What follows belongs to an exercise in optimizing a design on an open flow for small area, a short achievable clock period and few clock cycles; a production flow would make more cautious choices.
The RTL was checked by simulation tests, not by an equivalence proof against the original design.

==> xenon <==
// IOTDF
module IOTDF( clk, rst, in_en, iot_in, fn_sel, busy, valid, iot_out);
input          clk;
input          rst;
input          in_en;
input  [7:0]   iot_in;
input  [2:0]   fn_sel;
output         busy;
output         valid;
output [127:0] iot_out;
reg [127:0] A, B;
reg [135:0] D;    
reg m_des, m_dec, m_crc, m_mm, m_min;
reg run;
reg [4:0] cnt;
reg busy_r, valid_r;
reg [2:0] blk;
reg pg, caseY;
reg oA_a, oA_b, oA_d, oB_a, oB_b, oB_d;
reg gA, lA, gB, lB;
reg des_have;
reg k_lde, k_ldd, k_l1, k_l2, k_r1, k_r2, k_h;
assign iot_out = A;
assign busy = busy_r;
assign valid = valid_r;
always @(posedge clk) begin
    m_des <= (fn_sel == 3'd1) | (fn_sel == 3'd2);
    m_dec <= (fn_sel == 3'd2);
    m_crc <= (fn_sel == 3'd3);
    m_mm  <= (fn_sel == 3'd4) | (fn_sel == 3'd5);
    m_min <= (fn_sel == 3'd5);
end
wire adv = run | in_en;
wire wrap = m_des ? cnt[4] : (cnt[3:0] == 4'd15);
wire [4:0] cnt_n = adv ? (wrap ? 5'd0 : cnt + 5'd1) : cnt;
always @(posedge clk or posedge rst) begin
    if (rst) begin
        run <= 1'b0;
        cnt <= 5'd0;
    end else begin
        run <= adv;
        cnt <= cnt_n;
    end
end
always @(posedge clk)
    D <= {iot_in, D[135:8]};
wire [7:0] at = ({8{oA_a}} & A[7:0]) | ({8{oA_b}} & B[7:0]) | ({8{oA_d}} & D[7:0]);
wire [7:0] bt = ({8{oB_a}} & A[7:0]) | ({8{oB_b}} & B[7:0]) | ({8{oB_d}} & D[7:0]);
wire first = (cnt[3:0] == 4'd0);
wire cfirst = (cnt[3:0] == 4'd1);
reg gta, lta, gtb, ltb, gtd, ltd;
always @(posedge clk) begin
    {gta, lta} <= cmp8(iot_in, A[15:8]);
    {gtb, ltb} <= cmp8(iot_in, B[15:8]);
    {gtd, ltd} <= cmp8(iot_in, D[15:8]);
end
wire gtA = (oA_a & gta) | (oA_b & gtb) | (oA_d & gtd);
wire ltA = (oA_a & lta) | (oA_b & ltb) | (oA_d & ltd);
wire gtB = (oB_a & gta) | (oB_b & gtb) | (oB_d & gtd);
wire ltB = (oB_a & lta) | (oB_b & ltb) | (oB_d & ltd);
wire fgA = gtA | (~ltA & ~cfirst & gA);
  ...
clock: 7.0 ns
lec_check: 0
abc_area: 1
cap_margin: 20
core_margin: 2
core_utilization: 60
cts_cluster_diameter: 100
cts_cluster_size: 25
setup_slack_margin: 4.4
slew_margin: 20
standard.sh (not shown) runs the stock make flow with config.mk's settings and CLKGATE_MAP_FILE= SYNTH_SCRIPT=/design/flow/synth_recipe.tcl, a recipe that flattens the netlist after the stock synthesis.
==> flow/flow/run.sh <==
#!/bin/bash
# The standard layout (the standard.sh, standard synthesis unchanged), except that the
# port buffers that buffer_ports inserts are plain sky130 buf_2 cells instead of the
# resizer's default pick (a slow delay cell). Every input and output still gets a buffer.
set -uo pipefail
export BUFFER_PORTS_ARGS="-buffer_cell sky130_fd_sc_hd__buf_2"
bash standard.sh > standard_flow.log 2>&1
==> amber: changes against xenon <==
==> flow/run.sh (new file) <==
#!/bin/bash
# synth_recipe.tcl (not shown) runs the flow's synth.tcl, then flattens the netlist and writes it again
# the make line also repeats each setting of config.mk as NAME=value (left out here)
make -C /OpenROAD-flow-scripts/flow DESIGN_CONFIG=/design/flow/config.mk WORK_HOME=/design/flow/orfs CLKGATE_MAP_FILE= SYNTH_SCRIPT=/design/flow/synth_recipe.tcl finish
==> flow/config.mk (replaced) <==
export PLATFORM = sky130hd
export DESIGN_NAME = IOTDF
export DESIGN_NICKNAME = IOTDF
export VERILOG_FILES = /design/flow/design.v
export SDC_FILE = /design/flow/constraint.sdc
export NUM_CORES = 4
export LEC_CHECK = 0
export CAP_MARGIN = 20
export CORE_MARGIN = 2
export CORE_UTILIZATION = 40
export SETUP_SLACK_MARGIN = 4.1
export SLEW_MARGIN = 20
removed: flow/flow/run.sh
removed: flow/standard.sh
==> tundra: changes against xenon <==
--- a/flow/design.v
+++ b/flow/design.v
@@ -1019,18 +1019,17 @@
 input          clk;
 input          rst;
 input          in_en;
 input  [7:0]   iot_in;
 input  [2:0]   fn_sel;
 output         busy;
 output         valid;
 output [127:0] iot_out;
-reg [127:0] A, B;
-reg [135:0] D;    
+reg [127:0] A, B, D;
 reg m_des, m_dec, m_crc, m_mm, m_min;
 reg run;
 reg [4:0] cnt;
 reg busy_r, valid_r;
 reg [2:0] blk;
 reg pg, caseY;
 reg oA_a, oA_b, oA_d, oB_a, oB_b, oB_d;
 reg gA, lA, gB, lB;
@@ -1054,38 +1053,31 @@
         run <= 1'b0;
         cnt <= 5'd0;
     end else begin
         run <= adv;
         cnt <= cnt_n;
     end
 end
 always @(posedge clk)
-    D <= {iot_in, D[135:8]};
+    D <= {iot_in, D[127:8]};
 wire [7:0] at = ({8{oA_a}} & A[7:0]) | ({8{oA_b}} & B[7:0]) | ({8{oA_d}} & D[7:0]);
 wire [7:0] bt = ({8{oB_a}} & A[7:0]) | ({8{oB_b}} & B[7:0]) | ({8{oB_d}} & D[7:0]);
 wire first = (cnt[3:0] == 4'd0);
-wire cfirst = (cnt[3:0] == 4'd1);
-reg gta, lta, gtb, ltb, gtd, ltd;
-always @(posedge clk) begin
-    {gta, lta} <= cmp8(iot_in, A[15:8]);
-    {gtb, ltb} <= cmp8(iot_in, B[15:8]);
-    {gtd, ltd} <= cmp8(iot_in, D[15:8]);
-end
-wire gtA = (oA_a & gta) | (oA_b & gtb) | (oA_d & gtd);
-wire ltA = (oA_a & lta) | (oA_b & ltb) | (oA_d & ltd);
-wire gtB = (oB_a & gta) | (oB_b & gtb) | (oB_d & gtd);
-wire ltB = (oB_a & lta) | (oB_b & ltb) | (oB_d & ltd);
-wire fgA = gtA | (~ltA & ~cfirst & gA);
-wire flA = ltA | (~gtA & ~cfirst & lA);
-wire fgB = gtB | (~ltB & ~cfirst & gB);
-wire flB = ltB | (~gtB & ~cfirst & lB);
+wire gtA = iot_in > at;
+wire ltA = iot_in < at;
+wire gtB = iot_in > bt;
+wire ltB = iot_in < bt;
+wire fgA = gtA | (~ltA & ~first & gA);
+wire flA = ltA | (~gtA & ~first & lA);
+wire fgB = gtB | (~ltB & ~first & gB);
+wire flB = ltB | (~gtB & ~first & lB);
 wire betA = m_min ? flA : fgA;
 wire betB = m_min ? flB : fgB;
-wire dec_t = m_mm & run & first;
+wire dec_t = m_mm & adv & (cnt[3:0] == 4'd15);
 always @(posedge clk) begin
     gA <= fgA;
     lA <= flA;
     gB <= fgB;
     lB <= flB;
 end
 always @(posedge clk or posedge rst) begin
     if (rst) begin
@@ -1113,31 +1105,29 @@
 wire [31:0] Rr = RL[63:32];
 wire [31:0] Lr = RL[31:0];
 wire [55:0] ck = PC1f(A[127:64]);
 wire [27:0] Cc = ck[55:28];
 wire [27:0] Dc = ck[27:0];
 wire [47:0] K = PC2f(ck);
 wire [31:0] fo;
 F f0 (.R(Rr), .K(K), .F_out(fo));
-wire [63:0] ipt = IPf(D[71:8]);
-wire [63:0] lr_round = FPf({Lr ^ fo, Rr});
-wire [63:0] lr_load = FPf({ipt[31:0], ipt[63:32]});
-wire [55:0] ckD = PC1f(D[135:72]);
+wire [63:0] ipt = IPf(D[63:0]);
+wire [63:0] lr_next = k_ldd | k_lde ? FPf({ipt[31:0], ipt[63:32]}) : FPf({Lr ^ fo, Rr});
+wire [55:0] ckD = PC1f(D[127:64]);
 wire [55:0] ck_next =
       ({56{k_ldd}} & ckD)
     | ({56{k_lde}} & {ckD[54:28], ckD[55], ckD[26:0], ckD[27]})
     | ({56{k_l1}}  & {Cc[26:0], Cc[27], Dc[26:0], Dc[27]})
     | ({56{k_l2}}  & {Cc[25:0], Cc[27:26], Dc[25:0], Dc[27:26]})
     | ({56{k_r1}}  & {Cc[0], Cc[27:1], Dc[0], Dc[27:1]})
     | ({56{k_r2}}  & {Cc[1:0], Cc[27:2], Dc[1:0], Dc[27:2]})
     | ({56{k_h}}   & ck);
 wire [63:0] par_mask = 64'h0101010101010101;
-wire [63:0] par_rot = {A[64], 7'd0, A[120:72]};
-wire [63:0] key_next = invPC1(ck_next) | (par_mask & ((k_ldd | k_lde) ? D[135:72] : par_rot));
+wire [63:0] key_next = invPC1(ck_next) | (par_mask & ((k_ldd | k_lde) ? D[127:64] : A[127:64]));
 wire [3:0] c4 = cnt_n[3:0];
 wire ks1 = (c4 == 4'd0) | (c4 == 4'd7) | (c4 == 4'd14);
 wire ke15 = (c4 == 4'd15);
 always @(posedge clk or posedge rst) begin
     if (rst) begin
         des_have <= 1'b0;
         busy_r <= 1'b0;
         valid_r <= 1'b0;
@@ -1155,51 +1145,24 @@
     k_lde <= m_des & ~m_dec & cnt_n[4];
     k_l1 <= ~m_dec & ~cnt_n[4] & ks1;
     k_l2 <= ~m_dec & ~cnt_n[4] & ~ks1 & ~ke15;
     k_h  <= ~m_dec & ~cnt_n[4] & ke15;
     k_r1 <= m_dec & ~cnt_n[4] & (ks1 | ke15);
     k_r2 <= m_dec & ~cnt_n[4] & ~ks1 & ~ke15;
 end
 wire [1:0] crc_next = (first ? 2'b00 : A[2:1]) ^ crcf(cnt[3:0], iot_in);
-reg sel_rnd, sel_ld;
-always @(posedge clk) begin
-    sel_rnd <= m_des & ~cnt_n[4];
-    sel_ld <= m_des & cnt_n[4];
-end
-wire [127:0] A_ring = m_crc ? {8'd0, A[127:11], crc_next, A[8]} : {at, A[127:8]};
-wire [63:0] lr_other = sel_ld ? lr_load : A_ring[63:0];
 always @(posedge clk) begin
-    A[63:0] <= sel_rnd ? lr_round : lr_other;
-    A[127:64] <= m_des ? key_next : A_ring[127:64];
+    if (m_des)
+        A <= {key_next, lr_next};
+    else if (m_crc)
+        A <= {8'd0, A[127:11], crc_next, A[8]};
+    else
+        A <= {at, A[127:8]};
 end
-function [1:0] cmp8;
-    input [7:0] a;
-    input [7:0] b;
-    reg [7:0] g1, l1;
-    reg [3:0] g2, l2;
-    reg [1:0] g3, l3;
-    integer i;
-    begin
-        for (i = 0; i < 8; i = i + 1) begin
-            g1[i] = a[i] & ~b[i];
-            l1[i] = ~a[i] & b[i];
-        end
-        for (i = 0; i < 4; i = i + 1) begin
-            g2[i] = g1[2*i+1] | (~l1[2*i+1] & g1[2*i]);
-            l2[i] = l1[2*i+1] | (~g1[2*i+1] & l1[2*i]);
-        end
-        for (i = 0; i < 2; i = i + 1) begin
-            g3[i] = g2[2*i+1] | (~l2[2*i+1] & g2[2*i]);
-            l3[i] = l2[2*i+1] | (~g2[2*i+1] & l2[2*i]);
-        end
-        cmp8[1] = g3[1] | (~l3[1] & g3[0]);
-        cmp8[0] = l3[1] | (~g3[1] & l3[0]);
-    end
-endfunction
 function [63:0] IPf;
     input [63:0] x;
     begin
         IPf[0] = x[57];
         IPf[1] = x[49];
         IPf[2] = x[41];
         IPf[3] = x[33];
         IPf[4] = x[25];
==> flow/run.sh (new file) <==
#!/bin/bash
# synth_recipe.tcl (not shown) runs the flow's synth.tcl, then flattens the netlist and writes it again
# the make line also repeats each setting of config.mk as NAME=value (left out here)
make -C /OpenROAD-flow-scripts/flow DESIGN_CONFIG=/design/flow/config.mk WORK_HOME=/design/flow/orfs CLKGATE_MAP_FILE= SYNTH_SCRIPT=/design/flow/synth_recipe.tcl finish
==> flow/config.mk (replaced) <==
export PLATFORM = sky130hd
export DESIGN_NAME = IOTDF
export DESIGN_NICKNAME = IOTDF
export VERILOG_FILES = /design/flow/design.v
export SDC_FILE = /design/flow/constraint.sdc
export NUM_CORES = 4
export LEC_CHECK = 0
export CAP_MARGIN = 20
export CORE_MARGIN = 2
export CORE_UTILIZATION = 40
export SETUP_SLACK_MARGIN = 4.8
export SLEW_MARGIN = 20
removed: flow/flow/run.sh
removed: flow/standard.sh
==> parameters.txt <==
Parameter                              Value

Timing
  Worst-Margin Slew    1090 ps
  Hold slack    319 ps
  Worst-case clock skew    22.7 ps
  Shortest period the worst path allows    2890 ps

Die
  Initial cell density of the core    0.406

Global route
  Global-route wire length before repair    97.7 mm
  Grt met1 use    0.344

Layout
  Final-layout clock-cell area share    0.0698

CTS
  Post-cts sizing count    between 300 and 400
  Num CTS Buffers    46

Drt
  Routed via count    approximately 17,000

Synthesis
  Ys async rst share    0.0459
  Cell area after technology mapping    20,000 sq um

Outcome
  Status  timing/DRC/antenna clean
(the above is from amber)
==> parameters.txt <==
Parameter                              Value

Global route
  Largest net degree at the start of global routing    96
  Grt met1 use    0.507

Synthesis
  Cell area after technology mapping    20,500 sq um
  Ys async rst share    0.0459

Timing
  Hold slack    ~320 ps
  Worst-Margin Slew    1050 ps
  Shortest period the worst path allows    approximately 2600 ps

CTS
  Num CTS Buffers    22
  Number of buffers added to fix hold violations after cts    0
  Post-cts sizing count    134

Die
  Initial cell density of the core    0.611

Layout
  Commonest cells after routing, fill and taps aside    sky130_fd_sc_hd__nand2_1 (848), sky130_fd_sc_hd__dfxtp_1 (314), sky130_fd_sc_hd__nand3_1 (257)
  Final-layout clock-cell area share    0.0285

Outcome
  Status  timing/DRC/antenna clean
(the above is from xenon)
==> parameters.txt <==
Parameter                              Value

CTS
  Num CTS Buffers    44
  Post-cts sizing count    1,148

Global route
  Global-route wire length before repair    109 mm
  Grt met1 use    0.367

Drt
  Routed via count    ~18,000

Timing
  Worst-case clock skew    41.9 ps
  Hold slack    about 320 ps
  Worst-Margin Slew    1290 ps
  Shortest period the worst path allows    2690 ps

Synthesis
  Cell area after technology mapping    approximately 20,000 sq um
  Ys async rst share    0.0476

Outcome
  Status  timing/DRC/antenna clean

Layout
  Final-layout clock-cell area share    0.0509

Die
  Initial cell density of the core    0.403
(the above is from tundra)
Testbench counts of xenon, summed over its fixed seeds: cycles 16,368.
Testbench counts of amber, summed over its fixed seeds: cycles 16,368.
Testbench counts of tundra, summed over its fixed seeds: cycles 16,352.

separate check: timing with driven ports:
How much do the figures lean on ideal ports? The routed layouts below were timed once more, with nothing changed but the port constraints.
Step 1, drivers: a clkbuf_16 drives clk and a buf_2 each remaining input, both assumed.
Step 2, shift: input delay + t, output delay - t, t = (earliest + latest rising clock arrival at the registers) / 2. This alone moves slack from input paths to output paths.
Slacks: ideal / step 1 / step 2; pairs: ideal / step 1.
run | t, ns | setup WS [ns] | hold WS [ns] | worst slew at a driven data input, ns
xenon | 0.607 | 4.394 / 4.339 / 4.185 | 0.317 / 0.317 / 0.317 | 0.06
amber | 0.646 | 4.112 / 4.055 / 3.549 | 0.319 / 0.319 / 0.319 | 0.05
tundra | 0.643 | 4.312 / 4.312 / 3.768 | 0.320 / 0.320 / 0.320 | 0.06
After both steps setup and hold are still met in every run listed. For amber, which loses most, drivers alone change the setup slack by -0.057 ns; drivers and shift together by -0.563 ns.
